This is an optimization exercise on Yosys and OpenROAD, whose aim is small area, not a production implementation.
The RTL was checked by simulation tests, not by an equivalence proof against the original design.
Power is estimated from default activity; no workload was simulated.

Setup of 10-07:
// conv2D_int16
module conv2D_int16(
    input wire  M_AXIS_ACLK,
    input wire  M_AXIS_ARESETN,
    input wire  S_AXIS_ACLK,
    input wire  S_AXIS_ARESETN,
    output wire  M_AXIS_TVALID,
    output wire [15:0] M_AXIS_TDATA,
    output wire [1:0] M_AXIS_TKEEP,
    output wire  M_AXIS_TLAST,
    input wire  M_AXIS_TREADY,
    output wire  S_AXIS_TREADY,
    input wire [15:0] S_AXIS_TDATA,
    input wire [1:0] S_AXIS_TKEEP,
    input wire  S_AXIS_TLAST,
    input wire  S_AXIS_TVALID
    );
Size in the first run: roughly 210 flip-flops, about 0.016 mm² of cells after synthesis.
==> module conv2D_int16, before the edit <==
module conv2D_int16(
    input wire  M_AXIS_ACLK,
    input wire  M_AXIS_ARESETN,
    input wire  S_AXIS_ACLK,
    input wire  S_AXIS_ARESETN,
    output wire  M_AXIS_TVALID,
    output wire [15:0] M_AXIS_TDATA,
    output wire [1:0] M_AXIS_TKEEP,
    output wire  M_AXIS_TLAST,
    input wire  M_AXIS_TREADY,
    output wire  S_AXIS_TREADY,
    input wire [15:0] S_AXIS_TDATA,
    input wire [1:0] S_AXIS_TKEEP,
    input wire  S_AXIS_TLAST,
    input wire  S_AXIS_TVALID
    );
    localparam IDLE = 3'b000, FILTER = 3'b001, DRAIN = 3'b010, STREAM = 3'b011,
               FILL0 = 3'b100, FILL3 = 3'b111;
    reg [2:0] state;
    reg [1:0] row;       
    wire RX = M_AXIS_TREADY && S_AXIS_TVALID;
    wire s_load   = state[2:1] == 2'b00;                 
    wire s_idle   = state == IDLE;
    wire s_fill   = state[2];
    wire s_stream = state == STREAM;
    wire s_drain  = state == DRAIN;
    wire ph1 = row[0];
    wire ph2 = row[1];
    wire ph0 = !(row[0] || row[1]);
    wire take = (s_fill || s_stream) && RX;          
    wire pad  = s_drain && !ph2;                     
    wire adv  = take || pad;                         
    assign S_AXIS_TREADY = M_AXIS_TREADY;
    assign M_AXIS_TKEEP  = 2'b11;
    assign M_AXIS_TLAST  = s_drain;
    assign M_AXIS_TVALID = ph2 && (s_drain || (s_stream && S_AXIS_TVALID));
    reg [15:0] f [0:8];
    integer i;
    always @(posedge S_AXIS_ACLK) begin
        if (s_load && RX) begin
            f[0] <= S_AXIS_TDATA;
            for (i = 1; i < 9; i = i + 1) f[i] <= f[i-1];
        end
    end
    wire [15:0] cA = ({16{ph0}} & f[2]) | ({16{ph1}} & f[5]) | ({16{ph2}} & f[8]);  
    wire [15:0] cB = ({16{ph0}} & f[1]) | ({16{ph1}} & f[4]) | ({16{ph2}} & f[7]);  
    wire [15:0] cC = ({16{ph0}} & f[0]) | ({16{ph1}} & f[3]) | ({16{ph2}} & f[6]);  
    wire [15:0] x = S_AXIS_TDATA & {16{take}};
    wire [16:0] xe = {x, 1'b0};
    wire [7:0] one, two, neg;
    genvar k;
    generate for (k = 0; k < 8; k = k + 1) begin : enc
        assign one[k] = xe[2*k] ^ xe[2*k+1];
        assign two[k] = (xe[2*k+2] & ~xe[2*k+1] & ~xe[2*k]) | (~xe[2*k+2] & xe[2*k+1] & xe[2*k]);
        assign neg[k] = xe[2*k+2];
    end endgenerate
    reg [15:0] O, P0, P1, P2;
    wire [15:0] sA, sB, sC;
    mac16 mA (.one(one), .two(two), .neg(neg), .c(cA), .acc(P0), .y(sA));
    mac16 mB (.one(one), .two(two), .neg(neg), .c(cB), .acc(P1), .y(sB));
    mac16 mC (.one(one), .two(two), .neg(neg), .c(cC), .acc(P2), .y(sC));
    wire shift = adv && ph0;
    always @(posedge S_AXIS_ACLK) begin
        if (shift) O <= sA;
        P0 <= shift ? sB : sA;
        P1 <= shift ? sC : sB;
        P2 <= shift ? 16'd0 : sC;
    end
    assign M_AXIS_TDATA = O;
    always @(posedge S_AXIS_ACLK) begin
        if (!S_AXIS_ARESETN) begin
            state <= IDLE;
            row   <= 2'd0;
        end else begin
            if (adv) row <= {ph1, ph0};   
            if (s_fill) begin
                if (RX && ph2) state <= {1'b1, state[1] ^ state[0], !state[0]};   
                if (RX && ph0 && state == FILL3) state <= STREAM;
            end else begin
                case (state)
                    IDLE: begin
                        if (RX) state <= FILTER;
                        else row <= 2'd0;
                    end
                    FILTER: if (RX && S_AXIS_TLAST) state <= FILL0;
                    STREAM: if (RX && S_AXIS_TLAST) state <= DRAIN;
                    DRAIN: if (ph2 && M_AXIS_TREADY) state <= IDLE;
                    default: state <= IDLE;
                endcase
            end
        end
    end
endmodule
==> flow/config.mk <==
export PLATFORM = sky130hd
export DESIGN_NAME = conv2D_int16
export DESIGN_NICKNAME = conv2D_int16
export VERILOG_FILES = /design/flow/design.v
export SDC_FILE = /design/flow/constraint.sdc
export NUM_CORES = 4
export LEC_CHECK = 0
export CAP_MARGIN = 20
export CORE_MARGIN = 2
export CORE_UTILIZATION = 45
export CTS_BUF_LIST = sky130_fd_sc_hd__clkbuf_8
export CTS_CLUSTER_DIAMETER = 60
export CTS_CLUSTER_SIZE = 14
export GPL_TIMING_DRIVEN = 1
export PLACE_DENSITY = 0.6
export SLEW_MARGIN = 20
export SYNTH_HIERARCHICAL = 1
export SYNTH_MINIMUM_KEEP_SIZE = 0
==> flow/constraint.sdc <==
create_clock -name core_clock -period 16.0 [get_ports {S_AXIS_ACLK}]
set_input_delay 3.2000 -clock core_clock [delete_from_list [all_inputs] [get_ports {S_AXIS_ACLK}]]
set_output_delay 3.2000 -clock core_clock [all_outputs]
set_load 0.01 [all_outputs]
standard.sh (not shown) runs the stock make flow with config.mk's settings and CLKGATE_MAP_FILE= SYNTH_SCRIPT=/design/flow/synth_recipe.tcl, a recipe that flattens the netlist after the stock synthesis.
==> flow/flow/run.sh <==
#!/bin/bash
set -euo pipefail
here=$(pwd)
bash standard.sh \
  "POST_FLOORPLAN_TCL=$here/flow/downsize.tcl" \
  "BUFFER_PORTS_ARGS=-buffer_cell sky130_fd_sc_hd__buf_1" \
  "CTS_ARGS=-sink_clustering_enable -repair_clock_nets -sink_clustering_size 16 -sink_clustering_max_diameter 100 -buf_list sky130_fd_sc_hd__clkbuf_8 -dont_use_dummy_load" \
  finish > standard.log 2>&1
Other scripts of this flow, unchanged in this note and not shown: flow/flow/downsize.tcl
No stage failed in 10-07, and the final checks on the layout all came back clean.
--- input diff 10-07..11-01 ---
-- flow/design.v --
<<< 10-07, line 47
    wire [15:0] cB = ({16{ph0}} & f[1]) | ({16{ph1}} & f[4]) | ({16{ph2}} & f[7]);  
    wire [15:0] cC = ({16{ph0}} & f[0]) | ({16{ph1}} & f[3]) | ({16{ph2}} & f[6]);  
    wire [15:0] x = S_AXIS_TDATA & {16{take}};
    wire [16:0] xe = {x, 1'b0};
    wire [7:0] one, two, neg;
    genvar k;
    generate for (k = 0; k < 8; k = k + 1) begin : enc
        assign one[k] = xe[2*k] ^ xe[2*k+1];
        assign two[k] = (xe[2*k+2] & ~xe[2*k+1] & ~xe[2*k]) | (~xe[2*k+2] & xe[2*k+1] & xe[2*k]);
        assign neg[k] = xe[2*k+2];
    end endgenerate
>>> 11-01, line 47
    wire [15:0] cB = ({16{ph0}} & f[1]) | ({16{ph1}} & f[4]) | ({16{ph2}} & f[7]);  
    wire [15:0] cC = ({16{ph0}} & f[0]) | ({16{ph1}} & f[3]) | ({16{ph2}} & f[6]);  
    wire [15:0] x = S_AXIS_TDATA;
    wire [16:0] xe = {x, 1'b0};
    wire [7:0] one, two, neg;
    genvar k;
    generate for (k = 0; k < 8; k = k + 1) begin : enc
        assign one[k] = take & (xe[2*k] ^ xe[2*k+1]);
        assign two[k] = take & ((xe[2*k+2] & ~xe[2*k+1] & ~xe[2*k]) | (~xe[2*k+2] & xe[2*k+1] & xe[2*k]));
        assign neg[k] = xe[2*k+2];
    end endgenerate
- In 11-01, the simple-gate portion of the synthesized area came out 0.35 points below the value in 10-07.
- Area of the die: higher on 10-07
- Compare 10-07 and 11-01 | number of cells traversed by the worst register-to-register path lower: 10-07
- Diff 10-07 and 11-01: area of the mapped netlist higher in 10-07
- The post-synthesis share of cell area spent on full adders, half adders and majority gates of 11-01 exceeds that of 10-07 by 0.28 points.
- When 11-01 is measured against 10-07, its global-route wire length before repair turns out 1.3% higher.
- Switching share of total power: 10-07 and 11-01 compared, higher one is 11-01
- Cell-internal power for 11-01 is higher than for 10-07.
- Sort 10-07 and 11-01 by fraction of final layout cells with drive strength greater than 1 desc -> top: 11-01
- On final period demand of the worst path, 10-07 loses to 11-01.


job 1916:
Another version of the RTL of conv2D_int16 (not shown whole).
Size: ~1,200 cells after synthesis, about 210 flip-flops, roughly 46 I/O pins.
==> module conv2D_int16, before the edit <==
module conv2D_int16(
    input wire  M_AXIS_ACLK,
    input wire  M_AXIS_ARESETN,
    input wire  S_AXIS_ACLK,
    input wire  S_AXIS_ARESETN,
    output wire  M_AXIS_TVALID,
    output wire [15:0] M_AXIS_TDATA,
    output wire [1:0] M_AXIS_TKEEP,
    output wire  M_AXIS_TLAST,
    input wire  M_AXIS_TREADY,
    output wire  S_AXIS_TREADY,
    input wire [15:0] S_AXIS_TDATA,
    input wire [1:0] S_AXIS_TKEEP,
    input wire  S_AXIS_TLAST,
    input wire  S_AXIS_TVALID
    );
    localparam IDLE = 3'b000, FILTER = 3'b001, DRAIN = 3'b010, STREAM = 3'b011,
               FILL0 = 3'b100, FILL3 = 3'b111;
    reg [2:0] state;
    reg [2:0] row;       
    wire RX = M_AXIS_TREADY && S_AXIS_TVALID;
    wire s_load   = state[2:1] == 2'b00;                 
    wire s_idle   = state == IDLE;
    wire s_fill   = state[2];
    wire s_stream = state == STREAM;
    wire s_drain  = state == DRAIN;
    wire ph0 = row[0];
    wire ph1 = row[1];
    wire ph2 = row[2];
    wire take = (s_fill || s_stream) && RX;          
    wire pad  = s_drain && !ph2;                     
    wire adv  = take || pad;                         
    assign S_AXIS_TREADY = M_AXIS_TREADY;
    assign M_AXIS_TKEEP  = 2'b11;
    assign M_AXIS_TLAST  = s_drain;
    assign M_AXIS_TVALID = ph2 && (s_drain || (s_stream && S_AXIS_TVALID));
    reg [15:0] f [0:8];
    integer i;
    always @(posedge S_AXIS_ACLK) begin
        if (s_load && RX) begin
            f[0] <= S_AXIS_TDATA;
            for (i = 1; i < 9; i = i + 1) f[i] <= f[i-1];
        end
    end
    wire [15:0] ncA = ~(({16{ph0}} & f[2]) | ({16{ph1}} & f[5]) | ({16{ph2}} & f[8]));  
    wire [15:0] ncB = ~(({16{ph0}} & f[1]) | ({16{ph1}} & f[4]) | ({16{ph2}} & f[7]));  
    wire [15:0] ncC = ~(({16{ph0}} & f[0]) | ({16{ph1}} & f[3]) | ({16{ph2}} & f[6]));  
    wire [15:0] x = S_AXIS_TDATA;
    wire [16:0] xe = {x, 1'b0};
    wire [7:0] one, two, neg;
    genvar k;
    generate for (k = 0; k < 8; k = k + 1) begin : enc
        assign one[k] = take & (xe[2*k] ^ xe[2*k+1]);
        assign two[k] = take & ((xe[2*k+2] & ~xe[2*k+1] & ~xe[2*k]) | (~xe[2*k+2] & xe[2*k+1] & xe[2*k]));
        assign neg[k] = xe[2*k+2];
    end endgenerate
    wire negpar = ^neg;    
    wire [7:0] none = ~one, ntwo = ~two;
    reg [15:0] O, P0, P1, P2;
    wire [15:0] sA, sB, sC;
    mac16 mA (.none(none), .ntwo(ntwo), .neg(neg), .negpar(negpar), .nc(ncA), .acc(P0), .y(sA));
    mac16 mB (.none(none), .ntwo(ntwo), .neg(neg), .negpar(negpar), .nc(ncB), .acc(P1), .y(sB));
    mac16 mC (.none(none), .ntwo(ntwo), .neg(neg), .negpar(negpar), .nc(ncC), .acc(P2), .y(sC));
    wire shift = adv && ph0;
    always @(posedge S_AXIS_ACLK) begin
        if (shift) O <= sA;
        P0 <= shift ? sB : sA;
        P1 <= shift ? sC : sB;
        P2 <= shift ? 16'd0 : sC;
    end
    assign M_AXIS_TDATA = O;
    always @(posedge S_AXIS_ACLK) begin
        if (!S_AXIS_ARESETN) begin
            state <= IDLE;
            row   <= 3'b001;
        end else begin
            if (adv) row <= {row[1:0], row[2]};   
            if (s_fill) begin
                if (RX && ph2) state <= {1'b1, state[1] ^ state[0], !state[0]};   
                if (RX && ph0 && state == FILL3) state <= STREAM;
            end else begin
                case (state)
                    IDLE: begin
                        if (RX) state <= FILTER;
                        else row <= 3'b001;
                    end
                    FILTER: if (RX && S_AXIS_TLAST) state <= FILL0;
                    STREAM: if (RX && S_AXIS_TLAST) state <= DRAIN;
                    DRAIN: if (ph2 && M_AXIS_TREADY) state <= IDLE;
                    default: state <= IDLE;
                endcase
            end
        end
    end
endmodule
clock: 16.0 ns
lec_check: 0
cap_margin: 20
core_margin: 2
core_utilization: 45
cts_buf_list: sky130_fd_sc_hd__clkbuf_8
cts_cluster_diameter: 60
cts_cluster_size: 14
gpl_timing_driven: 1
place_density: 0.6
slew_margin: 20
synth_hierarchical: 1
synth_minimum_keep_size: 0
Scripts as last shown in full above: flow/flow/run.sh
Other scripts of this flow, unchanged in this note and not shown: flow/flow/downsize.tcl
Setup changes, job 1916 to job 7315
--- a/flow/design.v
+++ b/flow/design.v
@@ -35,14 +35,19 @@
     assign M_AXIS_TKEEP  = 2'b11;
     assign M_AXIS_TLAST  = s_drain;
     assign M_AXIS_TVALID = ph2 && (s_drain || (s_stream && S_AXIS_TVALID));
     reg [15:0] f [0:8];
+    wire f_ld = s_load && RX;
+    wire f_hd = !f_ld;
+    wire [15:0] f_d [0:8];
+    ao22x16 fh0 (.a(S_AXIS_TDATA), .sa(f_ld), .b(f[0]), .sb(f_hd), .y(f_d[0]));
+    genvar g;
+    generate for (g = 1; g < 9; g = g + 1) begin : fh
+        ao22x16 h (.a(f[g-1]), .sa(f_ld), .b(f[g]), .sb(f_hd), .y(f_d[g]));
+    end endgenerate
     integer i;
     always @(posedge S_AXIS_ACLK) begin
-        if (s_load && RX) begin
-            f[0] <= S_AXIS_TDATA;
-            for (i = 1; i < 9; i = i + 1) f[i] <= f[i-1];
-        end
+        for (i = 0; i < 9; i = i + 1) f[i] <= f_d[i];
     end
     wire [15:0] ncA = ~(({16{ph0}} & f[2]) | ({16{ph1}} & f[5]) | ({16{ph2}} & f[8]));  
     wire [15:0] ncB = ~(({16{ph0}} & f[1]) | ({16{ph1}} & f[4]) | ({16{ph2}} & f[7]));  
     wire [15:0] ncC = ~(({16{ph0}} & f[0]) | ({16{ph1}} & f[3]) | ({16{ph2}} & f[6]));  
@@ -62,12 +67,17 @@
     mac16 mA (.none(none), .ntwo(ntwo), .neg(neg), .negpar(negpar), .nc(ncA), .acc(P0), .y(sA));
     mac16 mB (.none(none), .ntwo(ntwo), .neg(neg), .negpar(negpar), .nc(ncB), .acc(P1), .y(sB));
     mac16 mC (.none(none), .ntwo(ntwo), .neg(neg), .negpar(negpar), .nc(ncC), .acc(P2), .y(sC));
     wire shift = adv && ph0;
+    wire stay = !shift;
+    wire [15:0] O_d, P0_d, P1_d;
+    ao22x16 hO  (.a(sA), .sa(shift), .b(O),  .sb(stay), .y(O_d));
+    ao22x16 hP0 (.a(sB), .sa(shift), .b(sA), .sb(stay), .y(P0_d));
+    ao22x16 hP1 (.a(sC), .sa(shift), .b(sB), .sb(stay), .y(P1_d));
     always @(posedge S_AXIS_ACLK) begin
-        if (shift) O <= sA;
-        P0 <= shift ? sB : sA;
-        P1 <= shift ? sC : sB;
+        O  <= O_d;
+        P0 <= P0_d;
+        P1 <= P1_d;
         P2 <= shift ? 16'd0 : sC;
     end
     assign M_AXIS_TDATA = O;
     always @(posedge S_AXIS_ACLK) begin
@@ -93,8 +103,12 @@
             end
         end
     end
 endmodule
+module ao22x16(input wire [15:0] a, input wire sa, input wire [15:0] b, input wire sb,
+               output wire [15:0] y);
+    assign y = (a & {16{sa}}) | (b & {16{sb}});
+endmodule
 module mac16(input wire [7:0] none, input wire [7:0] ntwo, input wire [7:0] neg, input wire negpar, input wire [15:0] nc, input wire [15:0] acc, output wire [15:0] y);
 wire p1;
 wire p2;
 wire p3;
- Area after synthesis (higher): job 7315
- Relative to job 1916, final worst setup slack has gone up in job 7315.
- Job 1916 ended up with fewer cell instances than job 7315 did.
- The standard cells in job 7315 occupy less silicon area than those in job 1916 do.
- [job 7315 vs job 1916] global-route wire length before repair: higher in job 7315
- Job 7315: routing usage on met2 is 1.1 points higher than what job 1916 reported.
- Job 1916 has higher share of the clock period used by the worst path after layout than job 7315.
- Looking at multiplexer fraction of the synthesized cell area across job 1916 and job 7315, the one that comes out lower is job 7315.

==> static timing again, ports no longer ideal <==
How much do the figures lean on ideal ports? The routed layouts below were timed once more, with nothing changed but the port constraints.
Step 1: set_driving_cell puts a clkbuf_16 on S_AXIS_ACLK and a buf_2 on each other input, an assumption about the parent block.
Step 2 moves the port delays by t, midway between the first and last clock arrival at a register: inputs arrive t later, outputs are due t later. That takes back most of the time a late clock gives input paths.
a / b / c = ideal / step 1 / step 2; a / b = the first two.
run	shift t [ns]	setup slack, ns	worst data-port slew with drivers (ns)
10-07	0.553	3.609 / 3.634 / 3.080	0.07
11-01	0.583	4.320 / 4.348 / 3.765	0.05
job 1916	0.573	4.226 / 4.245 / 3.672	0.04
job 7315	0.585	4.439 / 4.465 / 3.880	0.04
After both steps setup and hold are still met in every run listed. The setup slack of job 7315, which loses most, moves by +0.026 ns with the drivers and by -0.559 ns with both steps.
